What follows belongs to an exercise in optimizing a design on an open flow for small area; a production flow would make more cautious choices.
RTL that was checked went through simulation tests only; none was proved equivalent to the original.
For runs 1 and 4 to 6, only the layout was checked, not whether the RTL still works.
Power figures rest on the tool's default switching activity, not on a simulated workload.

### flow/standard.sh
#!/bin/bash
# synth_recipe.tcl (not shown) runs the flow's synth.tcl, then flattens the netlist and writes it again
# the make line also repeats each setting of config.mk as NAME=value (left out here)
make -C /OpenROAD-flow-scripts/flow DESIGN_CONFIG=/design/flow/config.mk WORK_HOME=/design/flow/orfs CLKGATE_MAP_FILE= SYNTH_SCRIPT=/design/flow/synth_recipe.tcl "${@:-finish}"
### flow/design.v
module HostInterface
  (
   input wire ifclk,
   input wire resetb,
   input wire fx2_hics_b,
   input [2:0] fx2_flags,
   output reg fx2_sloe_b,
   output reg fx2_slrd_b,
   output reg fx2_slwr_b,
   output fx2_slcs_b,
   output reg fx2_pktend_b,
   output [1:0] fx2_fifo_addr,
   input [15:0] fx2_fd_in,
   output [15:0] fx2_fd_out,
   output fx2_fd_oe,
   output reg [15:0] di_term_addr,
   output [31:0] di_reg_addr,
   output [31:0] di_len,
   output di_read_mode,
   output reg        di_read_req,
   output reg        di_read,
   input wire        di_read_rdy,
   input      [15:0] di_reg_datao,
   output reg        di_write,
   input wire        di_write_rdy,
   output di_write_mode,
   output [15:0] di_reg_datai,
   input [15:0]      di_transfer_status
   );
   localparam [1:0] RCV_CMD = 2'd0, IDLE = 2'd1, PROCESS_CMD = 2'd2, SEND_ACK = 2'd3;
   reg        empty_b, full_b, cmd_start;
   reg [15:0] fd_in;           
   reg [15:0] fd_out;
   reg [1:0]  state;
   reg        is_rd, is_wr;    
   reg        mode;            
   reg        fa1;             
   reg [31:0] addr;            
   reg [30:0] len;             
   reg [30:0] rem;             
   reg [3:0]  cnt;             
   reg [15:0] checksum;        
   wire hide = (state == RCV_CMD);
   assign di_reg_addr   = hide ? 32'd0 : addr;
   assign di_len        = hide ? 32'd0 : {1'b0, len};
   assign fx2_slcs_b    = 1'b0;
   assign fx2_fifo_addr = {fa1, hide & fa1};
   assign fx2_fd_out    = fd_out;
   assign fx2_fd_oe     = fx2_sloe_b;
   assign di_reg_datai  = fd_in;
   assign di_read_mode  = mode & is_rd;
   assign di_write_mode = mode & is_wr;
   wire read_ok  = !fx2_slrd_b && empty_b;
   wire [31:0] addr_inc;
   wire [32:0] addr_c;
   wire [30:0] rem_dec;
   wire [31:0] rem_b;
   wire [15:0] csum;
   wire [16:0] csum_c;
   assign addr_c[0] = 1'b1;
   assign rem_b[0]  = 1'b1;
   assign csum_c[0] = 1'b0;
   genvar gi;
   generate
      for (gi = 0; gi < 32; gi = gi + 1) begin : g_inc
         assign addr_inc[gi]  = addr[gi] ^ addr_c[gi];
         assign addr_c[gi+1]  = addr[gi] & addr_c[gi];
      end
      for (gi = 0; gi < 31; gi = gi + 1) begin : g_dec
         assign rem_dec[gi]  = rem[gi] ^ rem_b[gi];
         assign rem_b[gi+1]  = ~rem[gi] & rem_b[gi];
      end
      for (gi = 0; gi < 16; gi = gi + 1) begin : g_add
         assign csum[gi]     = checksum[gi] ^ fd_out[gi] ^ csum_c[gi];
         assign csum_c[gi+1] = (checksum[gi] & fd_out[gi]) | (csum_c[gi] & (checksum[gi] ^ fd_out[gi]));
      end
   endgenerate
   wire rem_zero = (rem == 31'd0);
   wire rem_one  = (rem == 31'd1);
   reg        n_sloe_b, n_slrd_b, n_slwr_b, n_pktend_b, n_fa1;
   reg [1:0]  n_state;
   reg        n_mode, n_read_req, n_read, n_write;
   reg [15:0] n_fd_out, n_checksum, n_term;
   reg [31:0] n_addr;
   reg [30:0] n_len, n_rem;
   reg [3:0]  n_cnt;
   reg        n_is_rd, n_is_wr;
   always @* begin
      n_sloe_b   = fx2_sloe_b;
      n_slrd_b   = fx2_slrd_b;
      n_slwr_b   = fx2_slwr_b;
      n_pktend_b = fx2_pktend_b;
      n_fa1      = fa1;
      n_state    = state;
      n_mode     = (state == PROCESS_CMD) || (state == SEND_ACK);
      n_read_req = di_read_req;
      n_read     = di_read;
      n_write    = di_write;
      n_fd_out   = fd_out;
      n_checksum = checksum;
      n_term     = di_term_addr;
      n_addr     = addr;
      n_len      = len;
      n_rem      = rem;
      n_cnt      = cnt;
      n_is_rd    = is_rd;
      n_is_wr    = is_wr;
      if (cmd_start) begin
         n_state    = RCV_CMD;
         n_cnt      = 0;
         n_sloe_b   = 0;
         n_slrd_b   = !(empty_b && fx2_slrd_b);
         n_slwr_b   = 1;
         n_pktend_b = 1;
         n_fa1      = 0;
         n_checksum = 0;
         n_mode     = 0;
         n_write    = 0;
         n_read     = 0;
         n_read_req = 0;
         n_fd_out   = 0;
         n_term     = 0;
      end else begin
         case (state)
           IDLE: begin
              n_sloe_b   = 0;
              n_slrd_b   = 1;
              n_slwr_b   = 1;
              n_pktend_b = 1;
              n_fa1      = 0;
           end
           RCV_CMD: begin
              n_slrd_b = !(fx2_slrd_b && empty_b);
              if (read_ok) begin
                 case (cnt[2:0])
                   3'd0: begin
                      n_is_rd = (fd_in == 16'hC301);
                      n_is_wr = (fd_in == 16'hC302);
                   end
                   3'd1: n_term = fd_in;
                   3'd2: n_addr[15:0] = fd_in;
                   3'd3: n_addr[31:16] = fd_in;
                   3'd4: begin
                      n_len[14:0] = fd_in[15:1];
                      n_rem[14:0] = fd_in[15:1];
                   end
                   3'd5: begin
                      n_len[30:15] = fd_in;
                      n_rem[30:15] = fd_in;
                   end
                   default: ;
                 endcase
                 n_cnt = cnt + 1;
              end else if (cnt[3]) begin
                 n_state = PROCESS_CMD;
                 n_cnt   = 0;
              end
           end
           SEND_ACK: begin
              n_fa1 = 1;
              if (cnt[2] | cnt[1])
                n_checksum = di_transfer_status;
              if (!fx2_sloe_b) begin
                 n_sloe_b = 1;
                 n_fd_out = 0;
              end else if (fx2_slwr_b) begin
                 if (full_b) begin
                    n_slwr_b = 0;
                    n_cnt    = cnt + 1;
                    case (cnt[1:0])
                      2'd0: n_fd_out = 16'hA50F;
                      2'd3: n_fd_out = di_reg_datao;
                      default: n_fd_out = checksum;
                    endcase
                 end
              end else begin
                 n_slwr_b = 1;
                 if (cnt[2]) begin
                    n_state    = IDLE;
                    n_pktend_b = 0;
                 end
              end
           end
           PROCESS_CMD: begin
              if ((is_rd && !fx2_slwr_b) || (is_wr && di_write))
                n_checksum = csum;
              if (is_rd) begin
                 n_sloe_b = 1;
                 n_fa1    = 1;
                 n_slwr_b = !di_read;
                 if (di_read)
                   n_fd_out = di_reg_datao;
                 if (!mode) begin
                    n_read_req = 1;
                 end else if (rem_zero) begin
                    n_read     = 0;
                    n_read_req = 0;
                    if (!fx2_slwr_b && full_b) begin
                       if (|len[7:0])
                         n_pktend_b = 0;
                       else
                         n_state = SEND_ACK;
                    end else if (!fx2_pktend_b) begin
                       n_pktend_b = 1;
                       n_state    = SEND_ACK;
                    end
                 end else begin
                    if (full_b && di_read_rdy && !di_read) begin
                       n_read     = 1;
                       n_rem      = rem_dec;
                       n_addr     = addr_inc;
                       n_read_req = !rem_one;
                    end else begin
                       n_read_req = 0;
                       n_read     = 0;
                    end
                 end
              end else if (is_wr) begin
                 if (!mode) begin
                    n_fa1    = 0;
                    n_sloe_b = 0;
                 end else if (rem_zero) begin
                    n_slrd_b = 1;
                    n_write  = 0;
                    if (di_write_rdy) begin
                       n_cnt   = 0;
                       n_state = SEND_ACK;
                    end
                 end else begin
                    n_fa1 = 0;
                    if (cnt[1]) begin
                       if (empty_b && di_write_rdy) begin
                          n_slrd_b   = 0;
                          n_cnt[1:0] = 0;
                       end
                    end else begin
                       n_slrd_b   = 1;
                       n_cnt[1:0] = cnt[1:0] + 1;
                    end
                    if (read_ok) begin
                       n_write    = 1;
                       n_fd_out   = fd_in;
                       n_rem      = rem_dec;
                       n_cnt[2]   = 1;
                       if (cnt[2])
                         n_addr = addr_inc;
                    end else begin
                       n_write = 0;
                    end
                 end
              end else begin
                 n_state = IDLE;
              end
           end
         endcase
      end
   end
   always @(posedge ifclk or negedge resetb) begin
      if (!resetb) begin
         empty_b      <= 0;
         cmd_start    <= 1;
         state        <= RCV_CMD;
         fx2_sloe_b   <= 0;
         fx2_slrd_b   <= 1;
         fx2_slwr_b   <= 1;
         fx2_pktend_b <= 1;
         fa1          <= 1;
         mode         <= 0;
         di_read_req  <= 0;
         di_read      <= 0;
         di_write     <= 0;
         di_term_addr <= 0;
      end else begin
         empty_b      <= fx2_flags[0];
         cmd_start    <= fx2_hics_b;
         state        <= n_state;
         fx2_sloe_b   <= n_sloe_b;
         fx2_slrd_b   <= n_slrd_b;
         fx2_slwr_b   <= n_slwr_b;
         fx2_pktend_b <= n_pktend_b;
         fa1          <= n_fa1;
         mode         <= n_mode;
         di_read_req  <= n_read_req;
         di_read      <= n_read;
         di_write     <= n_write;
         di_term_addr <= n_term;
      end
   end
   always @(posedge ifclk) begin
      full_b   <= fx2_flags[1];
      if (!n_slrd_b)
        fd_in  <= fx2_fd_in;
      fd_out   <= n_fd_out;
      checksum <= n_checksum;
      addr     <= n_addr;
      len      <= n_len;
      rem      <= n_rem;
      cnt      <= n_cnt;
      is_rd    <= n_is_rd;
      is_wr    <= n_is_wr;
   end
endmodule
### flow/constraint.sdc
create_clock -name core_clock -period 10.0 [get_ports {ifclk}]
set_input_delay 2.0000 -clock core_clock [delete_from_list [all_inputs] [get_ports {ifclk}]]
set_output_delay 2.0000 -clock core_clock [all_outputs]
set_load 0.01 [all_outputs]
### flow/config.mk
export PLATFORM = sky130hd
export DESIGN_NAME = HostInterface
export DESIGN_NICKNAME = HostInterface
export VERILOG_FILES = /design/flow/design.v
export SDC_FILE = /design/flow/constraint.sdc
export NUM_CORES = 4
export LEC_CHECK = 0
export CAP_MARGIN = 20
export CORE_MARGIN = 2
export CORE_UTILIZATION = 40
export CTS_BUF_LIST = sky130_fd_sc_hd__clkbuf_4 sky130_fd_sc_hd__clkbuf_8
export SLEW_MARGIN = 20
### flow/flow/run.sh
#!/bin/bash
# Standard synthesis, then the standard layout with: the smallest buffer on
# each port, synthesis buffers removed and every logic cell downsized at
# floorplan (repair_design restores drive where it is needed).
set -euo pipefail
bash standard.sh synth > synth.log 2>&1
export BUFFER_PORTS_ARGS="-buffer_cell sky130_fd_sc_hd__buf_1"
export REMOVE_ABC_BUFFERS=1
export POST_FLOORPLAN_TCL="$PWD/flow/downsize.tcl"
export CTS_ARGS="-sink_clustering_enable -repair_clock_nets -dont_use_dummy_load -buf_list sky130_fd_sc_hd__clkbuf_8 -sink_clustering_size 30 -sink_clustering_max_diameter 120"
bash standard.sh finish > layout.log 2>&1
### flow/flow/downsize.tcl
# Swap every logic cell to the smallest cell of its family (same function and
# pins, lower drive); repair_design later upsizes or buffers where slew or
# capacitance need it.
set db [ord::get_db]
set block [ord::get_db_block]
set smallest [dict create]
foreach lib [$db getLibs] {
  foreach m [$lib getMasters] {
    set n [$m getName]
    if { ![regexp {^(sky130_fd_sc_hd__[a-z0-9]+)_([0-9]+)$} $n -> fam drv] } { continue }
    if { [lsearch -exact $::env(DONT_USE_CELLS) $n] >= 0 } { continue }
    set a [expr {[$m getWidth] * [$m getHeight]}]
    if { ![dict exists $smallest $fam] || $a < [lindex [dict get $smallest $fam] 1] } {
      dict set smallest $fam [list $m $a]
    }
  }
}
set swapped 0
foreach inst [$block getInsts] {
  set m [$inst getMaster]
  set n [$m getName]
  if { ![regexp {^(sky130_fd_sc_hd__[a-z0-9]+)_([0-9]+)$} $n -> fam drv] } { continue }
  if { [regexp {tap|fill|decap|conb|clkbuf|clkinv|dly} $fam] } { continue }
  if { ![dict exists $smallest $fam] } { continue }
  set best [lindex [dict get $smallest $fam] 0]
  if { [$best getName] ne $n } {
    if { [$inst swapMaster $best] } { incr swapped }
  }
}
puts "downsize: swapped $swapped instances"
==> results.sh, run 1 <==
export IMPL_outcome="timing/DRC/antenna clean"
export IMPL_htree_levels=4
export IMPL_dp_final_hpwl_um=18490
export IMPL_hold_worst_slack_ns=0.5109
export IMPL_power_density_nw_per_um2=246.7
export IMPL_rsz0062_at_grt="no"
export IMPL_r2r_setup_slack_ns=3.45
export IMPL_timing_rr_start="addr[0]"
export IMPL_crit_family="adder cells"
export IMPL_yosys_cell_types_count=65
export IMPL_grt_usage_pct=21.85
export IMPL_relSlewSlack_pct=28.06
export IMPL_die_h_um=158.0
export IMPL_area_delta_synth_final_pct=10.76
export IMPL_min_from="fa1"
export IMPL_coreArea_um2=23400
export IMPL_cp_end_kind="flop"
export IMPL_ys_seq_area_share_pct=50.96
export IMPL_seq_area_um2=4836
export IMPL_yosysWarnings=1
export IMPL_cts_tree="yes"
export IMPL_first_pass_iters=5
export IMPL_crit_cells=32
export IMPL_cp_max_fo=3
export IMPL_hold_end="fa1"
export IMPL_die_w_um=158.0
export IMPL_synth_flop_cell="edfxtp_1"
export IMPL_cts_setup_buffers=0
export IMPL_cts_made_buffers=17
export IMPL_antenna_cells=0
export IMPL_worst_pin_slew_ns=1.078
export IMPL_synthesis_area_um2=9489
export IMPL_clk_pin_slew_ns=0.08
export IMPL_io_pins=181
export IMPL_io_buffers=177
export IMPL_cts_sinks=178
export IMPL_ys_ff_latch=178
export IMPL_wl_per_cell_um=19.30
export IMPL_place_congestion=0.8699
export IMPL_wirelength_um=26600
export IMPL_grt_max_degree=68
export IMPL_vdd_ir_drop_max_v=0.0001051
export IMPL_worstPathArrival_ns=6.69
export IMPL_finalHoldViolCount=0
export IMPL_reg2reg_to="addr[31]"
export IMPL_cp_slowest_stage_delay_ns=0.43
export IMPL_synth_edff_count=112
export IMPL_drv_cap=0
export IMPL_hold_path_class="reg -> reg"
export IMPL_syn_avg_cell_area_um2=10.45
export IMPL_netlist_instances=908
export IMPL_via_count=7303
export IMPL_antenna_found_initial=0
export IMPL_fin_tns_setup_ns=0
export IMPL_cts_root_buf="clkbuf_8"
export IMPL_crit_type="reg -> reg"
export IMPL_fillers=2302
export IMPL_holdPathStages=2
export IMPL_worstSkewPairLatency_ns=0.47
export IMPL_drt_iter0_markers=545
export IMPL_route_detailed_drc=0
export IMPL_die_area_um2=24970
export IMPL_postCtsResizedCells=0
export IMPL_grt_remaining_overflow=0
export IMPL_hold_buffers=0
export IMPL_setup_viol=0
export IMPL_rows=56
export IMPL_nets=1197
export IMPL_synth_async_sr_flop_share_pct=16.29
export IMPL_fin_crit_ns=6.554
export IMPL_path_buf_inv=0
export IMPL_drive_above_1_share_pct=3.399
export IMPL_slew_viol_final=0
export IMPL_viasPerCell=5.300
export IMPL_fin_skew_ns=0.04184
export IMPL_cp_common_cell="ha_1"
export IMPL_worst_endpoint_required_ns=10.14
export IMPL_max_freq_mhz=152.6
export IMPL_clk_path_buf_depth=2
export IMPL_finalCritPeriodShare_pct=65.54
export IMPL_crit_slowest_cell="edfxtp_1"
export IMPL_ant_nets=0
export IMPL_grt_pass1_vias=7255
export IMPL_initial_utilization_pct=40.55
export IMPL_multi_input_area_um2=4098
export IMPL_grt_pass1_wl_um=41360
export IMPL_r2r_cells=32
export IMPL_cp_start_kind="flop"
export IMPL_leakagePower_uw=0.003979
==> worst register-to-register path: cells and delay by family, from the launching register on <==
kind / cells / cell delay (ns)
xor gates and xnor gates: 1 / 0.17
adders and majority gates: 30 / 5.57
AOI/OAI and AO/OA: 1 / 0.09
DFF: 1 / 0.43
==> cell usage after synthesis (all sizes together), types with 17 or more instances <==
master | number | area share [%]
a211oi | 17 | 1.9
and2 | 68 | 4.5
a21oi | 76 | 4.0
dfrtp | 24 | 6.3
dfxtp | 37 | 7.8
nand2 | 162 | 6.4
ha | 66 | 8.7
edfxtp | 112 | 35
clkbuf | 31 | 1.2
inv | 52 | 2.1
buf | 24 | 1.5
o21ai | 33 | 1.7
nor2 | 40 | 1.6
==> per-stage QoR <==
stage	util [%]	setup slack [ns]	power (µW)	instance area [µm²]	std cells
finish	44.91	3.446	2593	10510	1378
global route	44.91	3.037	2791	10510	1378
CTS	44.90	3.353	2608	10510	1378
detailed placement	43.90	3.392	2224	10270	1361
global placement	43.90	3.444	2204	10270	1361
floorplan	-	3.904	1822	9231	854
==> worst max-delay path by stage <==
| stage | start | end | slack (ns) |
|---|---|---|---|
| 2_1_floorplan | addr[0] | addr[31] | 3.90 |
| 3_3_place_gp | addr[0] | addr[31] | 3.44 |
| 3_5_place_dp | addr[0] | addr[31] | 3.39 |
| 4_1_cts | addr[0] | addr[31] | 3.35 |
| 5_1_grt | addr[0] | addr[31] | 3.04 |
| 6_report | addr[0] | addr[31] | 3.45 |
==> state kept, by name, indices dropped and copies added (netlist names) <==
signal,count
addr,32
checksum,16
cmd_start,1
cnt,4
di_read,1
di_read_req,1
di_term_addr,16
di_write,1
empty_b,1
fa1,1
fd_in,16
fd_out,16
full_b,1
fx2_pktend_b,1
fx2_sloe_b,1
fx2_slrd_b,1
fx2_slwr_b,1
is_rd,1
is_wr,1
len,31
mode,1
rem,31
state,2
==> cells by family (layout without fill, tap and decap cells) <==
logic type	count (synthesis)	after routing	synth area share (%)
compound gates	189	189	13.34
buf+inv	107	257	4.813
other cells	1	2	0.03952
fa+ha+maj	80	80	11.66
flops	178	178	50.96
xor+xnor	3	3	0.2769
mux	8	8	0.8571
simple gates	342	342	18.05
==> final cells by class <==
type,count,share of cell area (%)
Sequential cell,178,46.01
Clock buffer,17,2.226
Multi-Input combinational cell,624,38.99
Inverter,52,1.857
Timing Repair Buffer,188,7.119
Tap cell,319,3.798
==> where the power goes <==
part	total, µW	switching (µW)	internal (µW)
Sequential	1180	176	1000
Clock	384	233	151
Combinational	1030	693	339
==> layout by cell type (no fill, tap or decap), types with 32 or more instances in the layout <==
master    Yosys  layout
ha_1         66      66
o21ai_0      32      32
buf_1         5     176
a21oi_1      76      76
nand2_1     162     162
dfxtp_1      37      37
inv_1        51      52
edfxtp_1    112     112
and2_0        0      68
nor2_1       40      39
==> routing by layer <==
metal  vias up  share of wire (%)  global-route usage [%]
li1       3500                  -                       -
met1      3487                 44                   29.66
met2       285                 47                   34.66
met3        31                8.3                   6.159
met4         0                1.5                   5.320
met5         -                  0                       0
==> run 2, diff against run 1 <==
--- a/flow/design.v
+++ b/flow/design.v
@@ -34,7 +34,7 @@
    reg [1:0]  state;
    reg        is_rd, is_wr;    
    reg        mode;            
-   reg        fa1;             
+   reg        fa1, fa0;        
    reg [31:0] addr;            
    reg [30:0] len;             
    reg [30:0] rem;             
@@ -44,7 +44,7 @@
    assign di_reg_addr   = hide ? 32'd0 : addr;
    assign di_len        = hide ? 32'd0 : {1'b0, len};
    assign fx2_slcs_b    = 1'b0;
-   assign fx2_fifo_addr = {fa1, hide & fa1};
+   assign fx2_fifo_addr = {fa1, fa0};
    assign fx2_fd_out    = fd_out;
    assign fx2_fd_oe     = fx2_sloe_b;
    assign di_reg_datai  = fd_in;
@@ -265,6 +265,7 @@
          fx2_slwr_b   <= 1;
          fx2_pktend_b <= 1;
          fa1          <= 1;
+         fa0          <= 1;
          mode         <= 0;
          di_read_req  <= 0;
          di_read      <= 0;
@@ -279,6 +280,7 @@
          fx2_slwr_b   <= n_slwr_b;
          fx2_pktend_b <= n_pktend_b;
          fa1          <= n_fa1;
+         fa0          <= 0;
          mode         <= n_mode;
          di_read_req  <= n_read_req;
          di_read      <= n_read;
==> results.sh, run 2 <==
export IMPL_vdd_ir_drop_max_v=0.00008264
export IMPL_crit_type="reg -> reg"
export IMPL_clockPowerShare_pct=25.0
export IMPL_comb_power_share_pct=16.7
export IMPL_synth_area_leaders="edfxtp_1, ha_1, dfxtp_1, dfrtp_1, nand2_1"
export IMPL_yosys_area_top_type_share_pct=36.52
export IMPL_dp_final_hpwl_um=16910
export IMPL_cp_common_cell="ha_1"
export IMPL_yosysMostFrequentCell="nand2_1"
export IMPL_yosys_cell_types_count=63
export IMPL_leakagePower_uw=0.003943
export IMPL_min_from="fa1"
export IMPL_postCtsResizedCells=0
export IMPL_synthMuxAreaShare_pct=0.7744
export IMPL_coreArea_um2=22640
export IMPL_wl_per_cell_um=18.58
export IMPL_die_area_um2=24250
export IMPL_seqPwrFrac_pct=58.3
export IMPL_power_density_nw_per_um2=145.8
export IMPL_die_h_um=155.7
export IMPL_yosys_area_share_xor_xnor_pct=0.2853
export IMPL_timing_rr_start="addr[0]"
export IMPL_netlist_instances=857
export IMPL_ys_ff_latch=179
export IMPL_rsz0062_at_grt="no"
export IMPL_initial_utilization_pct=40.68
export IMPL_outcome="timing/DRC/antenna clean"
export IMPL_dp_slack_ns=3.370
export IMPL_io_pins=181
export IMPL_netlist_top_cells_count="nand2_1, edfxtp_1, nor2_1"
export IMPL_drive_above_1_share_pct=3.759
export IMPL_drt_iter0_markers=571
export IMPL_place_congestion=0.8500
export IMPL_cp_max_fo=3
export IMPL_r2r_setup_slack_ns=3.44
export IMPL_syn_avg_cell_area_um2=10.75
export IMPL_drv_cap=0
export IMPL_hold_end="fa1"
export IMPL_rows=55
export IMPL_final_common_cell="buf_1"
export IMPL_antenna_found_initial=0
export IMPL_synth_flop_cell="edfxtp_1"
export IMPL_cts_made_buffers=17
export IMPL_hold_worst_slack_ns=0.5060
export IMPL_area_delta_synth_final_pct=12.10
export IMPL_fin_skew_ns=0.03897
export IMPL_reg_largest_list="addr (32), len (31), rem (31)"
export IMPL_synth_compound_area_share_pct=12.91
export IMPL_grt_remaining_overflow=0
export IMPL_synth_async_sr_flop_share_pct=16.76
export IMPL_synth_top_family_by_area="simple AND/OR/NAND/NOR gates"
export IMPL_largest_register="addr"
export IMPL_worstSkewPairLatency_ns=0.47
export IMPL_worst_endpoint_required_ns=10.15
export IMPL_htree_levels=4
export IMPL_first_pass_iters=5
export IMPL_grt_pass1_vias=6813
export IMPL_reg2reg_to="addr[31]"
export IMPL_largest_reg_flops=32
export IMPL_p_switching_uw=437.3
export IMPL_cp_start_kind="flop"
export IMPL_cts_root_buf="clkbuf_8"
export IMPL_worstPathArrival_ns=6.71
export IMPL_grt_pass1_wl_um=38090
export IMPL_clk_pin_slew_ns=0.07
export IMPL_cts_tree="yes"
export IMPL_synth_edff_count=112
export IMPL_io_buffers=177
export IMPL_nets=1149
export IMPL_worst_pin_slew_ns=1.003
export IMPL_antenna_cells=0
export IMPL_viasPerCell=5.361
export IMPL_hold_path_class="reg -> reg"
export IMPL_yosysWarnings=1
export IMPL_fillers=2210
export IMPL_cp_slowest_stage_delay_ns=0.44
export IMPL_setup_viol=0
export IMPL_finalCritPeriodShare_pct=65.62
export IMPL_fin_crit_ns=6.562
export IMPL_clk_path_buf_depth=2
export IMPL_r2r_cells=32
export IMPL_synth_simple_area_share_pct=16.70
export IMPL_synthAdderAreaFrac_pct=12.01
export IMPL_internal_power_uw=1068
export IMPL_switching_share_pct=29.04
export IMPL_hold_buffers=0
export IMPL_route_detailed_drc=0
export IMPL_finalHoldViolCount=0
export IMPL_path_buf_inv=0
export IMPL_dpl_cell_area_um2=10090
export IMPL_via_count=6948
export IMPL_cts_sinks=179
export IMPL_ys_seq_area_share_pct=52.79
export IMPL_synth_largest_area_cell="edfxtp_1"
export IMPL_wirelength_um=24090
export IMPL_fin_area_um2=10320
export IMPL_synthesis_area_um2=9210
export IMPL_crit_family="adder cells"
export IMPL_cp_end_kind="flop"
export IMPL_setup_slack_ns=3.438
export IMPL_crit_slowest_cell="edfxtp_1"
export IMPL_cts_setup_buffers=0
export IMPL_fin_tns_setup_ns=0
export IMPL_relSlewSlack_pct=33.09
export IMPL_ant_nets=0
export IMPL_slew_viol_final=0
export IMPL_die_w_um=155.7
export IMPL_final_cell_mix="buf_1, nand2_1, edfxtp_1"
export IMPL_max_freq_mhz=152.4
export IMPL_grt_max_degree=75
export IMPL_holdPathStages=1
export IMPL_grt_usage_pct=20.40
## run 2: changes by cell type after synthesis, moves of 5 or more
cell / before / now
a22o_1: 1 / 16
a21oi_1: 76 / 37
nand4_1: 6 / 1
nor2_1: 40 / 71
nand2_1: 162 / 118
a211oi_2: 10 / 0
a222oi_1: 8 / 2
o21a_1: 0 / 5
a211oi_1: 7 / 21
nor3b_1: 4 / 10
## run 2: worst register-to-register path: cells and delay by family (launching register included)
family          cells  cell delay (ns)
flops               1             0.44
compound gates      1             0.08
xor+xnor            1             0.16
fa+ha+maj          30             5.57
## run 2: worst max path at each step
stage	slack (ns)	endpoint	cells past startpoint	from
2_1_floorplan	3.86	addr[31]	32	addr[0]
3_3_place_gp	3.42	addr[31]	32	addr[0]
3_5_place_dp	3.37	addr[31]	32	addr[0]
4_1_cts	3.33	addr[31]	32	addr[0]
5_1_grt	3.06	addr[31]	32	addr[0]
6_report	3.44	addr[31]	32	addr[0]
## run 2: power by group through the flow
stage,combinational (µW),sequential [µW],clock (µW)
3_5_place_dp,253,894,0
3_3_place_gp,250,894,0
5_1_grt,285,884,419
6_report,252,878,376
4_1_cts,254,878,387
2_1_floorplan,157,885,0
## run 2: routing by layer
metal | vias up | track usage (%) | wire (µm)
met5 | - | 0 | 0
met4 | 0 | 5.810 | 325
met3 | 27 | 4.167 | 1770
met2 | 279 | 32.07 | 11030
met1 | 3294 | 28.71 | 10960
li1 | 3348 | - | -
## run 2: stage by stage
stage | power, µW | util [%] | std cells
floorplan | 1043 | - | 806
global placement | 1143 | 44.56 | 1279
detailed placement | 1147 | 44.56 | 1279
CTS | 1519 | 45.60 | 1296
global route | 1587 | 45.60 | 1296
finish | 1506 | 45.60 | 1296
## run 2: final cells by class
class | instances | area (µm²) | share of cell area [%]
clock buffers | 17 | 234.0 | 2.266
inverters | 49 | 183.9 | 1.781
well taps | 285 | 356.6 | 3.454
multi-input cells | 578 | 3940 | 38.16
repair buffers | 188 | 748.2 | 7.247
flip-flops and latches | 179 | 4862 | 47.09
## run 2: kinds of logic (layout without fill, tap and decap cells)
group / Yosys count / count (layout)
AO/OA/AOI/OAI: 168 / 168
XOR/XNOR: 3 / 3
adder cells (fa/ha/maj): 80 / 80
buffers and inverters: 102 / 254
flip-flops: 179 / 179
multiplexers: 7 / 7
other: 1 / 3
AND/OR/NAND/NOR: 317 / 317
==> run 3, diff against run 2 <==
--- a/flow/flow/run.sh
+++ b/flow/flow/run.sh
@@ -7,5 +7,5 @@
 export BUFFER_PORTS_ARGS="-buffer_cell sky130_fd_sc_hd__buf_1"
 export REMOVE_ABC_BUFFERS=1
 export POST_FLOORPLAN_TCL="$PWD/flow/downsize.tcl"
-export CTS_ARGS="-sink_clustering_enable -repair_clock_nets -dont_use_dummy_load -buf_list sky130_fd_sc_hd__clkbuf_8 -sink_clustering_size 30 -sink_clustering_max_diameter 120"
+export CTS_ARGS="-sink_clustering_enable -repair_clock_nets -dont_use_dummy_load -buf_list sky130_fd_sc_hd__clkbuf_8 -sink_buffer_max_cap_derate 1.0"
 bash standard.sh finish > layout.log 2>&1
--- a/flow/config.mk
+++ b/flow/config.mk
@@ -7,6 +7,6 @@
 export LEC_CHECK = 0
 export CAP_MARGIN = 20
 export CORE_MARGIN = 2
-export CORE_UTILIZATION = 40
-export CTS_BUF_LIST = sky130_fd_sc_hd__clkbuf_4 sky130_fd_sc_hd__clkbuf_8
+export CORE_UTILIZATION = 60
+export GPL_TIMING_DRIVEN = 0
 export SLEW_MARGIN = 20
==> results.sh, run 3 <==
export IMPL_yosys_cell_types_count=63
export IMPL_worstPathArrival_ns=6.71
export IMPL_rsz0062_at_grt="no"
export IMPL_io_pins=181
export IMPL_max_freq_mhz=154.0
export IMPL_synth_edff_count=112
export IMPL_synth_compound_area_share_pct=12.91
export IMPL_fin_tns_setup_ns=0
export IMPL_synthMuxAreaShare_pct=0.7744
export IMPL_die_h_um=127.9
export IMPL_drv_cap=0
export IMPL_grt_pass1_vias=7025
export IMPL_netlist_top_cells_count="nand2_1, edfxtp_1, nor2_1"
export IMPL_cts_setup_buffers=0
export IMPL_worst_pin_slew_ns=0.9564
export IMPL_leakagePower_uw=0.003984
export IMPL_fin_skew_ns=0.02284
export IMPL_worst_endpoint_required_ns=10.22
export IMPL_route_detailed_drc=0
export IMPL_largest_register="addr"
export IMPL_r2r_cells=32
export IMPL_netlist_instances=857
export IMPL_die_w_um=127.9
export IMPL_cts_sinks=179
export IMPL_viasPerCell=5.920
export IMPL_antenna_cells=0
export IMPL_final_common_cell="buf_1"
export IMPL_crit_family="adder cells"
export IMPL_cts_root_buf="clkbuf_8"
export IMPL_yosys_area_top_type_share_pct=36.52
export IMPL_final_cell_mix="buf_1, nand2_1, edfxtp_1"
export IMPL_htree_levels=4
export IMPL_postCtsResizedCells=0
export IMPL_setup_viol=0
export IMPL_cp_max_fo=3
export IMPL_wirelength_um=23770
export IMPL_synth_flop_cell="edfxtp_1"
export IMPL_worstSkewPairLatency_ns=0.46
export IMPL_top_layer="met4"
export IMPL_antenna_found_initial=0
export IMPL_synth_simple_area_share_pct=16.70
export IMPL_area_delta_synth_final_pct=12.06
export IMPL_wl_per_cell_um=19.82
export IMPL_slew_viol_final=0
export IMPL_synth_area_leaders="edfxtp_1, ha_1, dfxtp_1, dfrtp_1, nand2_1"
export IMPL_utilization_pct=68.40
export IMPL_grt_max_degree=49
export IMPL_first_pass_iters=7
export IMPL_coreArea_um2=15090
export IMPL_drive_above_1_share_pct=4.154
export IMPL_yosysMostFrequentCell="nand2_1"
export IMPL_grt_pass1_wl_um=36780
export IMPL_yosys_area_share_xor_xnor_pct=0.2853
export IMPL_hold_buffers=0
export IMPL_synth_largest_area_cell="edfxtp_1"
export IMPL_place_congestion=0.9038
export IMPL_setup_slack_ns=3.507
export IMPL_ant_nets=0
export IMPL_route_met3_wl_um=1374
export IMPL_finalCritPeriodShare_pct=64.93
export IMPL_clk_pin_slew_ns=0.09
export IMPL_via_count=7098
export IMPL_crit_cells=32
export IMPL_syn_avg_cell_area_um2=10.75
export IMPL_grt_remaining_overflow=0
export IMPL_yosysWarnings=1
export IMPL_cts_tree="yes"
export IMPL_fin_crit_ns=6.493
export IMPL_drt_iter0_markers=623
export IMPL_dp_final_hpwl_um=16720
export IMPL_crit_type="reg -> reg"
export IMPL_synth_async_sr_flop_share_pct=16.76
export IMPL_nets=1149
export IMPL_hold_path_class="reg -> reg"
export IMPL_synthesis_area_um2=9210
export IMPL_initial_utilization_pct=61.04
export IMPL_synth_top_family_by_area="simple AND/OR/NAND/NOR gates"
export IMPL_dp_slack_ns=3.390
export IMPL_rows=45
export IMPL_grt_usage_pct=29.62
export IMPL_reg_largest_list="addr (32), len (31), rem (31)"
export IMPL_io_buffers=177
export IMPL_synthAdderAreaFrac_pct=12.01
export IMPL_wl_met2_um=11830
export IMPL_path_buf_inv=0
export IMPL_ys_ff_latch=179
export IMPL_clk_path_buf_depth=2
export IMPL_cp_end_kind="flop"
export IMPL_die_area_um2=16360
export IMPL_cp_slowest_stage_delay_ns=0.42
export IMPL_cts_made_buffers=17
export IMPL_cp_common_cell="ha_1"
export IMPL_outcome="timing/DRC/antenna clean"
export IMPL_vdd_ir_drop_max_v=0.00007720
export IMPL_holdPathStages=1
export IMPL_power_density_nw_per_um2=147.3
export IMPL_largest_reg_flops=32
export IMPL_wl_met1_um=9759
export IMPL_finalHoldViolCount=0
export IMPL_relSlewSlack_pct=36.24
export IMPL_cp_start_kind="flop"
export IMPL_ys_seq_area_share_pct=52.79
export IMPL_crit_slowest_cell="edfxtp_1"
## run 3: cell counts after synthesis
No cell type changed its count.
## run 3: per-stage QoR
stage | total power, µW | hold slack [ns] | std cells | cell area, µm²
detailed placement | 1159 | 0.4943 | 1182 | 10090
floorplan | 1043 | 0.4706 | 806 | 8987
global route | 1581 | 0.5377 | 1199 | 10320
CTS | 1523 | 0.5177 | 1199 | 10320
finish | 1520 | 0.5156 | 1199 | 10320
global placement | 1137 | 0.4853 | 1171 | 9844
## run 3: routing by layer
metal / global-route usage (%) / vias up
met1: 37.19 / 3443
met4: 14.16 / 0
li1: - / 3338
met5: 0 / -
met3: 5.259 / 50
met2: 50.05 / 267
## run 3: final cells by class
class | instances | area [µm²]
Inverter | 49 | 183.9
Fill cell | 1198 | 4768
Sequential cell | 179 | 4862
Multi-Input combinational cell | 578 | 3955
Clock buffer | 17 | 234.0
Timing Repair Buffer | 188 | 850.8
Tap cell | 188 | 235.2
## run 3: kinds of logic after synthesis
| logic type | Yosys count |
|---|---|
| compound gates | 168 |
| xor+xnor | 3 |
| fa+ha+maj | 80 |
| buf+inv | 102 |
| flops | 179 |
| mux | 7 |
| other cells | 1 |
| simple gates | 317 |
## run 3: where the power goes
group | internal, µW | total (µW) | switching [µW] | leakage, µW
clock | 150 | 376 | 225 | 0.000122
combinational | 91.6 | 258 | 166 | 0.00215
sequential | 835 | 886 | 51.4 | 0.00171
total | 1080 | 1520 | 443 | 0.00398
## run 3: final timing paths
check                                        to  slack [ns]             from
worst max-delay path                   addr[31]        3.51          addr[0]
worst min-delay path            di_term_addr[7]        0.52  di_term_addr[7]
worst min register to register  di_term_addr[7]        0.52  di_term_addr[7]
max in group asynchronous              state[1]        7.97           resetb
min in group asynchronous                  mode        1.57           resetb
worst max register to register         addr[31]        3.51          addr[0]
==> run 4, diff against run 3 <==
--- a/flow/design.v
+++ b/flow/design.v
@@ -17,7 +17,7 @@
    output [31:0] di_reg_addr,
    output [31:0] di_len,
    output di_read_mode,
-   output reg        di_read_req,
+   output            di_read_req,
    output reg        di_read,
    input wire        di_read_rdy,
    input      [15:0] di_reg_datao,
@@ -34,26 +34,29 @@
    reg [1:0]  state;
    reg        is_rd, is_wr;    
    reg        mode;            
-   reg        fa1, fa0;        
+   reg        rq0;             
+   reg        fa1;             
    reg [31:0] addr;            
    reg [30:0] len;             
-   reg [30:0] rem;             
+   reg [30:0] remn;            
    reg [3:0]  cnt;             
    reg [15:0] checksum;        
    wire hide = (state == RCV_CMD);
    assign di_reg_addr   = hide ? 32'd0 : addr;
    assign di_len        = hide ? 32'd0 : {1'b0, len};
    assign fx2_slcs_b    = 1'b0;
-   assign fx2_fifo_addr = {fa1, fa0};
+   assign fx2_fifo_addr = {fa1, hide & fa1};
    assign fx2_fd_out    = fd_out;
    assign fx2_fd_oe     = fx2_sloe_b;
    assign di_reg_datai  = fd_in;
    assign di_read_mode  = mode & is_rd;
    assign di_write_mode = mode & is_wr;
+   assign di_read_req   = rq0 | (di_read & !rem_zero);
    wire read_ok  = !fx2_slrd_b && empty_b;
+   wire [3:0] cnt_inc = cnt + 4'd1;
    wire [31:0] addr_inc;
    wire [32:0] addr_c;
-   wire [30:0] rem_dec;
+   wire [30:0] rem_dec;        
    wire [31:0] rem_b;
    wire [15:0] csum;
    wire [16:0] csum_c;
@@ -67,19 +70,18 @@
          assign addr_c[gi+1]  = addr[gi] & addr_c[gi];
       end
       for (gi = 0; gi < 31; gi = gi + 1) begin : g_dec
-         assign rem_dec[gi]  = rem[gi] ^ rem_b[gi];
-         assign rem_b[gi+1]  = ~rem[gi] & rem_b[gi];
+         assign rem_dec[gi]  = remn[gi] ^ rem_b[gi];
+         assign rem_b[gi+1]  = remn[gi] & rem_b[gi];
       end
       for (gi = 0; gi < 16; gi = gi + 1) begin : g_add
          assign csum[gi]     = checksum[gi] ^ fd_out[gi] ^ csum_c[gi];
          assign csum_c[gi+1] = (checksum[gi] & fd_out[gi]) | (csum_c[gi] & (checksum[gi] ^ fd_out[gi]));
       end
    endgenerate
-   wire rem_zero = (rem == 31'd0);
-   wire rem_one  = (rem == 31'd1);
+   wire rem_zero = &remn;
    reg        n_sloe_b, n_slrd_b, n_slwr_b, n_pktend_b, n_fa1;
    reg [1:0]  n_state;
-   reg        n_mode, n_read_req, n_read, n_write;
+   reg        n_mode, n_read, n_write;
    reg [15:0] n_fd_out, n_checksum, n_term;
    reg [31:0] n_addr;
    reg [30:0] n_len, n_rem;
@@ -93,7 +95,6 @@
       n_fa1      = fa1;
       n_state    = state;
       n_mode     = (state == PROCESS_CMD) || (state == SEND_ACK);
-      n_read_req = di_read_req;
       n_read     = di_read;
       n_write    = di_write;
       n_fd_out   = fd_out;
@@ -101,7 +102,7 @@
       n_term     = di_term_addr;
       n_addr     = addr;
       n_len      = len;
-      n_rem      = rem;
+      n_rem      = remn;
       n_cnt      = cnt;
       n_is_rd    = is_rd;
       n_is_wr    = is_wr;
@@ -117,7 +118,6 @@
          n_mode     = 0;
          n_write    = 0;
          n_read     = 0;
-         n_read_req = 0;
          n_fd_out   = 0;
          n_term     = 0;
       end else begin
@@ -125,7 +125,6 @@
            IDLE: begin
               n_sloe_b   = 0;
               n_slrd_b   = 1;
-              n_slwr_b   = 1;
               n_pktend_b = 1;
               n_fa1      = 0;
            end
@@ -142,15 +141,15 @@
                    3'd3: n_addr[31:16] = fd_in;
                    3'd4: begin
                       n_len[14:0] = fd_in[15:1];
-                      n_rem[14:0] = fd_in[15:1];
+                      n_rem[14:0] = ~fd_in[15:1];
                    end
                    3'd5: begin
                       n_len[30:15] = fd_in;
-                      n_rem[30:15] = fd_in;
+                      n_rem[30:15] = ~fd_in;
                    end
                    default: ;
                  endcase
-                 n_cnt = cnt + 1;
+                 n_cnt = cnt_inc;
               end else if (cnt[3]) begin
                  n_state = PROCESS_CMD;
                  n_cnt   = 0;
@@ -166,7 +165,7 @@
               end else if (fx2_slwr_b) begin
                  if (full_b) begin
                     n_slwr_b = 0;
-                    n_cnt    = cnt + 1;
+                    n_cnt    = cnt_inc;
                     case (cnt[1:0])
                       2'd0: n_fd_out = 16'hA50F;
                       2'd3: n_fd_out = di_reg_datao;
@@ -191,10 +190,8 @@
                  if (di_read)
                    n_fd_out = di_reg_datao;
                  if (!mode) begin
-                    n_read_req = 1;
                  end else if (rem_zero) begin
                     n_read     = 0;
-                    n_read_req = 0;
                     if (!fx2_slwr_b && full_b) begin
                        if (|len[7:0])
                          n_pktend_b = 0;
@@ -209,16 +206,13 @@
                        n_read     = 1;
                        n_rem      = rem_dec;
                        n_addr     = addr_inc;
-                       n_read_req = !rem_one;
                     end else begin
-                       n_read_req = 0;
                        n_read     = 0;
                     end
                  end
               end else if (is_wr) begin
+                 n_fd_out = fd_in;    
                  if (!mode) begin
-                    n_fa1    = 0;
-                    n_sloe_b = 0;
                  end else if (rem_zero) begin
                     n_slrd_b = 1;
                     n_write  = 0;
@@ -227,7 +221,6 @@
                        n_state = SEND_ACK;
                     end
                  end else begin
-                    n_fa1 = 0;
                     if (cnt[1]) begin
                        if (empty_b && di_write_rdy) begin
                           n_slrd_b   = 0;
@@ -235,11 +228,10 @@
                        end
                     end else begin
                        n_slrd_b   = 1;
-                       n_cnt[1:0] = cnt[1:0] + 1;
+                       n_cnt[1:0] = cnt_inc[1:0];
                     end
                     if (read_ok) begin
                        n_write    = 1;
-                       n_fd_out   = fd_in;
                        n_rem      = rem_dec;
                        n_cnt[2]   = 1;
                        if (cnt[2])
@@ -265,9 +257,8 @@
          fx2_slwr_b   <= 1;
          fx2_pktend_b <= 1;
          fa1          <= 1;
-         fa0          <= 1;
          mode         <= 0;
-         di_read_req  <= 0;
+         rq0          <= 0;
          di_read      <= 0;
          di_write     <= 0;
          di_term_addr <= 0;
@@ -280,9 +271,8 @@
          fx2_slwr_b   <= n_slwr_b;
          fx2_pktend_b <= n_pktend_b;
          fa1          <= n_fa1;
-         fa0          <= 0;
          mode         <= n_mode;
-         di_read_req  <= n_read_req;
+         rq0          <= !cmd_start && state == PROCESS_CMD && is_rd && !mode;
          di_read      <= n_read;
          di_write     <= n_write;
          di_term_addr <= n_term;
@@ -296,7 +286,7 @@
       checksum <= n_checksum;
       addr     <= n_addr;
       len      <= n_len;
-      rem      <= n_rem;
+      remn     <= n_rem;
       cnt      <= n_cnt;
       is_rd    <= n_is_rd;
       is_wr    <= n_is_wr;
--- a/flow/flow/run.sh
+++ b/flow/flow/run.sh
@@ -7,5 +7,5 @@
 export BUFFER_PORTS_ARGS="-buffer_cell sky130_fd_sc_hd__buf_1"
 export REMOVE_ABC_BUFFERS=1
 export POST_FLOORPLAN_TCL="$PWD/flow/downsize.tcl"
-export CTS_ARGS="-sink_clustering_enable -repair_clock_nets -dont_use_dummy_load -buf_list sky130_fd_sc_hd__clkbuf_8 -sink_buffer_max_cap_derate 1.0"
+export CTS_ARGS="-sink_clustering_enable -repair_clock_nets -dont_use_dummy_load -buf_list sky130_fd_sc_hd__clkbuf_8 -sink_clustering_size 30 -sink_clustering_max_diameter 120"
 bash standard.sh finish > layout.log 2>&1
--- a/flow/config.mk
+++ b/flow/config.mk
@@ -7,6 +7,6 @@
 export LEC_CHECK = 0
 export CAP_MARGIN = 20
 export CORE_MARGIN = 2
-export CORE_UTILIZATION = 60
-export GPL_TIMING_DRIVEN = 0
+export CORE_UTILIZATION = 40
+export CTS_BUF_LIST = sky130_fd_sc_hd__clkbuf_4 sky130_fd_sc_hd__clkbuf_8
 export SLEW_MARGIN = 20
==> results.sh, run 4 <==
export IMPL_outcome="timing/DRC/antenna clean"
export IMPL_cts_root_buf="clkbuf_8"
export IMPL_area_delta_synth_final_pct=11.65
export IMPL_via_count=6788
export IMPL_synth_async_sr_flop_share_pct=16.29
export IMPL_cp_slowest_stage_delay_ns=0.41
export IMPL_grt_pass1_wl_um=38340
export IMPL_dp_final_hpwl_um=16250
export IMPL_ant_nets=0
export IMPL_vdd_ir_drop_max_v=0.00008053
export IMPL_largest_reg_flops=32
export IMPL_crit_type="reg -> reg"
export IMPL_internal_power_uw=956.5
export IMPL_netlist_instances=827
export IMPL_io_pins=181
export IMPL_viasPerCell=5.353
export IMPL_cp_common_cell="fa_1"
export IMPL_cp_cell_sequence="ha_1 > fa_1 > fa_1 > fa_1 > fa_1 > fa_1 > fa_1 > fa_1 > fa_1 > fa_1 > fa_1 > fa_1 > fa_1 > inv_1 > fa_1 > inv_1 > fa_1 > xnor2_1 > o31ai_1 > nand2_1 > a21oi_1"
export IMPL_setup_viol=0
export IMPL_cp_start_kind="flop"
export IMPL_worstPathArrival_ns=7.02
export IMPL_p_switching_uw=277.9
export IMPL_cp_end_kind="flop"
export IMPL_first_pass_iters=6
export IMPL_cts_setup_buffers=0
export IMPL_antenna_cells=0
export IMPL_route_detailed_drc=0
export IMPL_coreArea_um2=22500
export IMPL_ys_ff_latch=178
export IMPL_synth_flop_cell="edfxtp_1"
export IMPL_rsz0062_at_grt="no"
export IMPL_dp_slack_ns=3.405
export IMPL_synth_area_leaders="edfxtp_1, ha_1, dfxtp_1, nand2_1, dfrtp_1"
export IMPL_largest_register="addr"
export IMPL_crit_slowest_cell="fa_1"
export IMPL_drt_iter0_markers=607
export IMPL_path_buf_inv=2
export IMPL_relSlewSlack_pct=29.25
export IMPL_fin_tns_setup_ns=0
export IMPL_drive_above_1_share_pct=4.171
export IMPL_yosysMostFrequentCell="nand2_1"
export IMPL_postCtsResizedCells=0
export IMPL_reg_largest_list="addr (32), len (31), remn (31)"
export IMPL_antenna_found_initial=0
export IMPL_die_area_um2=24010
export IMPL_finalCritPeriodShare_pct=66.64
export IMPL_power_density_nw_per_um2=121.3
export IMPL_worst_pin_slew_ns=1.061
export IMPL_switching_share_pct=22.51
export IMPL_clk_path_buf_depth=2
export IMPL_comb_power_share_pct=4.2
export IMPL_wl_per_cell_um=19.00
export IMPL_yosysWarnings=1
export IMPL_clk_pin_slew_ns=0.06
export IMPL_yosys_cell_types_count=67
export IMPL_hold_buffers=0
export IMPL_synth_largest_area_cell="edfxtp_1"
export IMPL_grt_usage_pct=20.59
export IMPL_fillers=2184
export IMPL_crit_family="adder cells"
export IMPL_finalHoldViolCount=0
export IMPL_setup_slack_ns=3.336
export IMPL_max_freq_mhz=150.1
export IMPL_rows=55
export IMPL_slew_viol_final=0
export IMPL_nets=1120
export IMPL_final_cell_mix="buf_1, nand2_1, edfxtp_1"
export IMPL_die_h_um=155.0
export IMPL_synthesis_area_um2=9115
export IMPL_final_common_cell="buf_1"
export IMPL_clockPowerShare_pct=30.5
export IMPL_hold_worst_slack_ns=0.4874
export IMPL_grt_pass1_vias=6738
export IMPL_seqPwrFrac_pct=65.4
export IMPL_power_uw=1234
export IMPL_cts_tree="yes"
export IMPL_grt_remaining_overflow=0
export IMPL_fin_skew_ns=0.02398
export IMPL_io_buffers=177
export IMPL_grt_max_degree=108
export IMPL_wirelength_um=24090
export IMPL_netlist_top_cells_count="nand2_1, edfxtp_1, nor2b_1"
export IMPL_initial_utilization_pct=40.51
export IMPL_yosys_area_top_type_share_pct=36.90
export IMPL_die_w_um=155.0
export IMPL_cts_made_buffers=17
export IMPL_fin_crit_ns=6.664
export IMPL_ys_seq_area_share_pct=53.05
export IMPL_hold_path_class="reg -> reg"
export IMPL_cts_sinks=178
export IMPL_cp_max_fo=3
export IMPL_drv_cap=0
export IMPL_worstSkewPairLatency_ns=0.45
export IMPL_place_congestion=0.8438
export IMPL_htree_levels=4
export IMPL_syn_avg_cell_area_um2=11.02
export IMPL_worst_endpoint_required_ns=10.36
export IMPL_synth_edff_count=112
export IMPL_leakagePower_uw=0.003706
run 4: layout make-up:
cell class / instances / area, µm² / share of cell area (%)
well taps: 285 / 356.6 / 3.504
inverters: 14 / 52.55 / 0.5163
flip-flops and latches: 178 / 4836 / 47.52
repair buffers: 192 / 778.2 / 7.647
clock buffers: 17 / 234.0 / 2.299
multi-input cells: 582 / 3920 / 38.52
run 4: power by group through the flow:
stage | Clock (µW) | Combinational [µW] | Sequential, µW
after CTS | 388 | 51.4 | 807
after global placement | 0 | 50.4 | 823
after detailed placement | 0 | 51.2 | 823
final | 376 | 51.3 | 807
after global routing | 413 | 57.7 | 808
after floorplan | 0 | 23.8 | 817
run 4: metrics by stage:
step,cell area [µm²],util (%),std cells
after CTS,10180,45.23,1268
after detailed placement,9943,44.19,1251
final,10180,45.23,1268
after global routing,10180,45.23,1268
after global placement,9943,44.19,1251
after floorplan,8841,-,774
run 4: tightest hold or removal path: stages, from the launching register on:
cell	delay (ns)
dfxtp_1	0.33
nand2_1	0.06
a21oi_1	0.06
run 4: worst paths after layout:
kind	depth (start not counted)	endpoint	slack (ns)	start
max	21	checksum[15]	3.34	fd_out[0]
min	2	checksum[15]	0.49	checksum[15]
max reg2reg	21	checksum[15]	3.34	fd_out[0]
min reg2reg	2	checksum[15]	0.49	checksum[15]
max in group asynchronous	1	di_term_addr[14]	7.84	resetb
min in group asynchronous	1	empty_b	1.64	resetb
run 4: kinds of logic (layout without fill, tap and decap cells):
kind of cell | count (synthesis) | after routing | share of synthesized area (%)
AOI/OAI and AO/OA | 156 | 156 | 12.90
xor gates and xnor gates | 3 | 3 | 0.2883
adders and majority gates | 79 | 79 | 12.00
buffers and inverters | 68 | 223 | 3.624
DFF | 178 | 178 | 53.05
muxes | 2 | 2 | 0.2334
other | 1 | 2 | 0.04114
and+or+nand+nor | 340 | 340 | 17.86
run 4: metal layers:
layer  GRT usage (%)  vias up  wire, µm  share of wire [%]
met3           4.708       24      1859                7.7
met4           6.393        0       450                1.9
met5               0        -         0                  0
met1           28.98     3189     11030                 46
li1                -     3277         -                  -
met2           31.72      298     10750                 45
==> run 5, diff against run 4 <==
==> flow/config.mk (replaced) <==
export PLATFORM = sky130hd
export DESIGN_NAME = HostInterface
export DESIGN_NICKNAME = HostInterface
export VERILOG_FILES = /design/flow/design.v
export SDC_FILE = /design/flow/constraint.sdc
export NUM_CORES = 4
export LEC_CHECK = 0
export CAP_MARGIN = 0
export CORE_MARGIN = 2
export CORE_UTILIZATION = 40
export SLEW_MARGIN = 0
==> results.sh, run 5 <==
export IMPL_finalCritPeriodShare_pct=66.64
export IMPL_die_area_um2=24010
export IMPL_synthAdderAreaFrac_pct=12.00
export IMPL_min_from="checksum[15]"
export IMPL_htree_levels=4
export IMPL_largest_reg_flops=32
export IMPL_power_uw=1234
export IMPL_drt_iter0_markers=607
export IMPL_max_freq_mhz=150.1
export IMPL_grt_remaining_overflow=0
export IMPL_r2r_setup_slack_ns=3.34
export IMPL_worst_pin_slew_ns=1.061
export IMPL_synth_simple_area_share_pct=17.86
export IMPL_ys_seq_area_share_pct=53.05
export IMPL_cts_tree="yes"
export IMPL_cp_slowest_stage_delay_ns=0.41
export IMPL_clk_pin_slew_ns=0.06
export IMPL_cts_sinks=178
export IMPL_wirelength_um=24090
export IMPL_io_pins=181
export IMPL_ant_nets=0
export IMPL_yosysWarnings=1
export IMPL_grt_pass1_wl_um=38340
export IMPL_cts_made_buffers=17
export IMPL_coreArea_um2=22500
export IMPL_crit_slowest_cell="fa_1"
export IMPL_holdPathStages=2
export IMPL_area_delta_synth_final_pct=11.65
export IMPL_reg2reg_to="checksum[15]"
export IMPL_grt_usage_pct=20.59
export IMPL_clk_path_buf_depth=2
export IMPL_fillers=2184
export IMPL_cp_max_fo=3
export IMPL_worstSkewPairLatency_ns=0.45
export IMPL_fin_tns_setup_ns=0
export IMPL_synth_flop_cell="edfxtp_1"
export IMPL_hold_buffers=0
export IMPL_die_w_um=155.0
export IMPL_yosys_area_share_xor_xnor_pct=0.2883
export IMPL_synthesis_area_um2=9115
export IMPL_worstPathArrival_ns=7.02
export IMPL_postCtsResizedCells=0
export IMPL_route_detailed_drc=0
export IMPL_nets=1120
export IMPL_drive_above_1_share_pct=4.171
export IMPL_largest_register="addr"
export IMPL_wl_per_cell_um=19.00
export IMPL_cts_setup_buffers=0
export IMPL_fin_crit_ns=6.664
export IMPL_initial_utilization_pct=40.51
export IMPL_r2r_cells=21
export IMPL_hold_end="checksum[15]"
export IMPL_worst_endpoint_required_ns=10.36
export IMPL_dp_final_hpwl_um=16250
export IMPL_rsz0062_at_grt="no"
export IMPL_reg_largest_list="addr (32), len (31), remn (31)"
export IMPL_cp_start_kind="flop"
export IMPL_cp_end_kind="flop"
export IMPL_place_congestion=0.8438
export IMPL_synth_compound_area_share_pct=12.90
export IMPL_yosysMostFrequentCell="nand2_1"
export IMPL_vdd_ir_drop_max_v=0.00008053
export IMPL_die_h_um=155.0
export IMPL_fin_area_um2=10180
export IMPL_grt_max_degree=108
export IMPL_dp_slack_ns=3.405
export IMPL_final_cell_mix="buf_1, nand2_1, edfxtp_1"
export IMPL_synthMuxAreaShare_pct=0.2334
export IMPL_io_buffers=177
export IMPL_netlist_top_cells_count="nand2_1, edfxtp_1, nor2b_1"
export IMPL_drv_cap=0
export IMPL_slew_viol_final=0
export IMPL_synth_edff_count=112
export IMPL_timing_rr_start="fd_out[0]"
export IMPL_relSlewSlack_pct=29.25
export IMPL_finalHoldViolCount=0
export IMPL_cts_root_buf="clkbuf_8"
export IMPL_via_count=6788
export IMPL_synth_area_leaders="edfxtp_1, ha_1, dfxtp_1, nand2_1, dfrtp_1"
export IMPL_synth_largest_area_cell="edfxtp_1"
export IMPL_first_pass_iters=6
export IMPL_power_density_nw_per_um2=121.3
export IMPL_antenna_found_initial=0
export IMPL_viasPerCell=5.353
export IMPL_netlist_instances=827
export IMPL_syn_avg_cell_area_um2=11.02
export IMPL_dpl_cell_area_um2=9943
export IMPL_grt_pass1_vias=6738
export IMPL_outcome="timing/DRC/antenna clean"
export IMPL_antenna_cells=0
export IMPL_synth_async_sr_flop_share_pct=16.29
export IMPL_leakagePower_uw=0.003706
export IMPL_synth_top_family_by_area="simple AND/OR/NAND/NOR gates"
export IMPL_setup_viol=0
export IMPL_setup_slack_ns=3.336
export IMPL_final_common_cell="buf_1"
export IMPL_cp_cell_sequence="ha_1 > fa_1 > fa_1 > fa_1 > fa_1 > fa_1 > fa_1 > fa_1 > fa_1 > fa_1 > fa_1 > fa_1 > fa_1 > inv_1 > fa_1 > inv_1 > fa_1 > xnor2_1 > o31ai_1 > nand2_1 > a21oi_1"
export IMPL_rows=55
export IMPL_yosys_cell_types_count=67
export IMPL_fin_skew_ns=0.02398
export IMPL_ys_ff_latch=178
export IMPL_cp_common_cell="fa_1"
export IMPL_crit_type="reg -> reg"
export IMPL_hold_path_class="reg -> reg"
export IMPL_yosys_area_top_type_share_pct=36.90
==> run 5: cell counts after synthesis <==
Identical to the previous run, type by type.
==> run 5: worst max-delay path: cells and delay by family (launching register included) <==
kind                       cells  cell delay (ns)
adders and majority gates     15             5.56
DFF                            1             0.33
AOI/OAI and AO/OA              2             0.33
xor gates and xnor gates       1             0.15
buffers and inverters          2             0.14
and+or+nand+nor                1             0.08
==> run 5: cell families (layout without fill, tap and decap cells) <==
logic type / count (synthesis) / after routing
buffers and inverters: 68 / 223
flip-flops: 178 / 178
adder cells (fa/ha/maj): 79 / 79
XOR/XNOR: 3 / 3
AND/OR/NAND/NOR: 340 / 340
other: 1 / 2
multiplexers: 2 / 2
AO/OA/AOI/OAI: 156 / 156
==> run 5: power breakdown <==
part	switching [µW]	internal (µW)	leakage, µW
logic	33.9	17.4	0.00189
clock network	226	151	0.000122
registers	18.4	788	0.00170
==> run 5: through the flow <==
step                cells  util (%)  hold WS, ns
detailed placement   1251     44.19       0.4721
finish               1268     45.23       0.4874
CTS                  1268     45.23       0.4833
global placement     1251     44.19       0.4731
floorplan             774         -       0.4493
global route         1268     45.23       0.5278
==> run 5: how the worst max path moves through the flow <==
stage                     startpoint      endpoint  slack [ns]
final                      fd_out[0]  checksum[15]        3.34
after global routing       fd_out[0]  checksum[15]        3.07
after CTS                  fd_out[0]  checksum[15]        3.34
after detailed placement   fd_out[0]  checksum[15]        3.41
after global placement     fd_out[0]  checksum[15]        3.40
after floorplan            fd_out[0]  checksum[15]        3.65
==> run 5: cell type report <==
type	instances	area [µm²]	area share, %
tap	285	356.6	3.504
clock buffer	17	234.0	2.299
timing repair buffer	192	778.2	7.647
inverter	14	52.55	0.5163
sequential	178	4836	47.52
multi-input combinational	582	3920	38.52
==> run 5: per-layer routing <==
layer | GRT usage, % | vias up | part of all wire, %
li1 | - | 3277 | -
met1 | 28.98 | 3189 | 46
met2 | 31.72 | 298 | 45
met3 | 4.708 | 24 | 7.7
met4 | 6.393 | 0 | 1.9
met5 | 0 | - | 0
==> run 6, diff against run 5 <==
--- a/flow/config.mk
+++ b/flow/config.mk
@@ -7,5 +7,5 @@
 export LEC_CHECK = 0
 export CAP_MARGIN = 0
 export CORE_MARGIN = 2
-export CORE_UTILIZATION = 40
+export CORE_UTILIZATION = 65
 export SLEW_MARGIN = 0
==> results.sh, run 6 <==
export IMPL_crit_type="reg -> reg"
export IMPL_cts_tree="yes"
export IMPL_via_count=7044
export IMPL_final_common_cell="buf_1"
export IMPL_timing_rr_start="fd_out[0]"
export IMPL_netlist_instances=827
export IMPL_largest_reg_flops=32
export IMPL_outcome="timing/DRC/antenna clean"
export IMPL_fin_tns_setup_ns=0
export IMPL_synth_edff_count=112
export IMPL_yosysMostFrequentCell="nand2_1"
export IMPL_area_delta_synth_final_pct=10.49
export IMPL_worstSkewPairLatency_ns=0.46
export IMPL_worst_pin_slew_ns=1.302
export IMPL_ys_ff_latch=178
export IMPL_synth_flop_cell="edfxtp_1"
export IMPL_grt_remaining_overflow=0
export IMPL_seqPwrFrac_pct=65.3
export IMPL_wl_per_cell_um=19.46
export IMPL_coreArea_um2=13770
export IMPL_antenna_cells=0
export IMPL_grt_usage_pct=31.56
export IMPL_reg2reg_to="checksum[15]"
export IMPL_cp_end_kind="flop"
export IMPL_hold_buffers=0
export IMPL_yosys_area_top_type_share_pct=36.90
export IMPL_die_area_um2=14990
export IMPL_power_density_nw_per_um2=121.9
export IMPL_clk_pin_slew_ns=0.08
export IMPL_ant_nets=0
export IMPL_worst_endpoint_required_ns=10.38
export IMPL_cp_max_fo=3
export IMPL_hold_path_class="reg -> reg"
export IMPL_route_detailed_drc=0
export IMPL_yosys_cell_types_count=67
export IMPL_switching_share_pct=22.03
export IMPL_r2r_setup_slack_ns=3.38
export IMPL_largest_register="addr"
export IMPL_fin_crit_ns=6.620
export IMPL_max_freq_mhz=151.1
export IMPL_io_pins=181
export IMPL_internal_power_uw=957.5
export IMPL_relSlewSlack_pct=13.21
export IMPL_antenna_found_initial=0
export IMPL_p_switching_uw=270.6
export IMPL_initial_utilization_pct=66.18
export IMPL_slew_viol_final=0
export IMPL_die_w_um=122.4
export IMPL_fillers=1064
export IMPL_place_congestion=0.8910
export IMPL_r2r_cells=21
export IMPL_drive_above_1_share_pct=4.361
export IMPL_grt_pass1_wl_um=35310
export IMPL_final_cell_mix="buf_1, nand2_1, edfxtp_1"
export IMPL_grt_max_degree=103
export IMPL_yosysWarnings=1
export IMPL_die_h_um=122.4
export IMPL_endpoint="checksum[15]"
export IMPL_comb_power_share_pct=4.8
export IMPL_cts_setup_buffers=0
export IMPL_io_buffers=177
export IMPL_setup_viol=0
export IMPL_htree_levels=4
export IMPL_clk_path_buf_depth=2
export IMPL_synth_async_sr_flop_share_pct=16.29
export IMPL_fin_skew_ns=0.02416
export IMPL_ys_seq_area_share_pct=53.05
export IMPL_cp_start_kind="flop"
export IMPL_grt_pass1_vias=6817
export IMPL_rsz0062_at_grt="no"
export IMPL_leakagePower_uw=0.003718
export IMPL_reg_largest_list="addr (32), len (31), remn (31)"
export IMPL_postCtsResizedCells=0
export IMPL_startpoint="fd_out[0]"
export IMPL_cts_root_buf="clkbuf_8"
export IMPL_nets=1123
export IMPL_worstPathArrival_ns=7.00
export IMPL_hold_worst_slack_ns=0.4927
export IMPL_viasPerCell=6.041
export IMPL_synthesis_area_um2=9115
export IMPL_drt_iter0_markers=755
export IMPL_netlist_top_cells_count="nand2_1, edfxtp_1, nor2b_1"
export IMPL_synth_area_leaders="edfxtp_1, ha_1, dfxtp_1, nand2_1, dfrtp_1"
export IMPL_finalCritPeriodShare_pct=66.20
export IMPL_finalHoldViolCount=0
export IMPL_rows=43
export IMPL_syn_avg_cell_area_um2=11.02
export IMPL_first_pass_iters=8
export IMPL_clockPowerShare_pct=29.9
export IMPL_dp_final_hpwl_um=15300
export IMPL_cts_sinks=178
export IMPL_drv_cap=0
export IMPL_cts_made_buffers=17
export IMPL_synth_largest_area_cell="edfxtp_1"
export IMPL_vdd_ir_drop_max_v=0.00008521
export IMPL_wirelength_um=22690
[run 6: final cells by class]
type | instances | area [µm²] | area share, %
clock buffers | 17 | 234.0 | 2.323
inverters | 14 | 52.55 | 0.5218
multi-input cells | 582 | 3924 | 38.96
flip-flops and latches | 178 | 4836 | 48.02
well taps | 180 | 225.2 | 2.236
repair buffers | 195 | 799.5 | 7.939
[run 6: kinds of logic (layout without fill, tap and decap cells)]
| family | Yosys count | count (layout) | share of synthesized area, % |
|---|---|---|---|
| compound gates | 156 | 156 | 12.90 |
| xor+xnor | 3 | 3 | 0.2883 |
| fa+ha+maj | 79 | 79 | 12.00 |
| buf+inv | 68 | 226 | 3.624 |
| flops | 178 | 178 | 53.05 |
| mux | 2 | 2 | 0.2334 |
| other cells | 1 | 2 | 0.04114 |
| simple gates | 340 | 340 | 17.86 |
[run 6: how the worst min path moves through the flow]
stage	start	cells after the start	endpoint	slack [ns]
floorplan	checksum[15]	2	checksum[15]	0.45
global placement	checksum[15]	2	checksum[15]	0.47
detailed placement	checksum[15]	2	checksum[15]	0.48
CTS	checksum[15]	2	checksum[15]	0.50
global route	checksum[15]	2	checksum[15]	0.51
finish	checksum[15]	2	checksum[15]	0.49
[run 6: power groups by stage]
| stage | Clock, µW | Combinational (µW) | Sequential [µW] |
|---|---|---|---|
| final | 368 | 59.1 | 801 |
| after detailed placement | 0 | 57.9 | 817 |
| after global placement | 0 | 55.7 | 817 |
| after global routing | 401 | 65.2 | 802 |
| after floorplan | 0 | 23.8 | 817 |
| after CTS | 373 | 58.1 | 801 |
[run 6: critical path, stage by stage (launching register included)]
cell	delay, ns
dfxtp_1	0.34
ha_1	0.22
fa_1	0.38
fa_1	0.39
fa_1	0.41
fa_1	0.40
fa_1	0.39
fa_1	0.39
fa_1	0.39
fa_1	0.39
fa_1	0.40
fa_1	0.39
fa_1	0.40
fa_1	0.37
inv_1	0.08
fa_1	0.17
inv_1	0.05
fa_1	0.38
xnor2_1	0.15
o31ai_1	0.21
nand2_1	0.09
a21oi_1	0.17
[run 6: per-layer routing]
layer	GRT usage [%]	wire (µm)	up-vias	part of all wire [%]
met5	0	0	-	0
met4	12.64	620	0	2.7
met3	9.061	1918	43	8.5
met2	49.69	10930	281	48
met1	41.47	9223	3442	41
li1	-	-	3278	-
[run 6: metrics by stage]
| step | worst slack, ns | cell area, µm² | util (%) | power [µW] | instances |
|---|---|---|---|---|---|
| floorplan | 3.648 | 8841 | - | 840.3 | 774 |
| global placement | 3.468 | 9831 | 71.38 | 872.8 | 1149 |
| detailed placement | 3.395 | 9831 | 71.38 | 875.3 | 1149 |
| CTS | 3.381 | 10060 | 73.07 | 1232 | 1166 |
| global route | 3.060 | 10070 | 73.12 | 1268 | 1166 |
| finish | 3.380 | 10070 | 73.12 | 1228 | 1166 |

what the ideal ports hide:
The results above use ideal ports. As a check the final layouts listed here were re-extracted and re-timed, cells and wires unchanged. Step 1 assumes that a clkbuf_16 drives the clock port and a buf_2 every other input. Step 2 moves the port delays by t, midway between the first and last clock arrival at a register: inputs arrive t later, outputs are due t later. That takes back most of the time a late clock gives input paths. Three values: no drivers, after step 1, after step 2; two values: the first two.
| run | t (ns) | slack for setup (ns) | latest minus earliest clock arrival (ns) | slew at the worst register clock pin (ns) |
|---|---|---|---|---|
| run 1 | 0.489 | 3.446 / 3.446 / 3.446 | 0.042 / 0.042 | 0.11 / 0.11 |
| run 2 | 0.488 | 3.438 / 3.438 / 3.438 | 0.039 / 0.039 | 0.11 / 0.11 |
| run 3 | 0.485 | 3.507 / 3.507 / 3.507 | 0.023 / 0.023 | 0.09 / 0.09 |
| run 4 | 0.478 | 3.336 / 3.336 / 3.336 | 0.024 / 0.024 | 0.09 / 0.09 |
| run 5 | 0.478 | 3.336 / 3.336 / 3.336 | 0.024 / 0.024 | 0.09 / 0.09 |
| run 6 | 0.487 | 3.380 / 3.380 / 3.380 | 0.024 / 0.024 | 0.09 / 0.09 |
After both steps setup and hold are still met in every run listed.
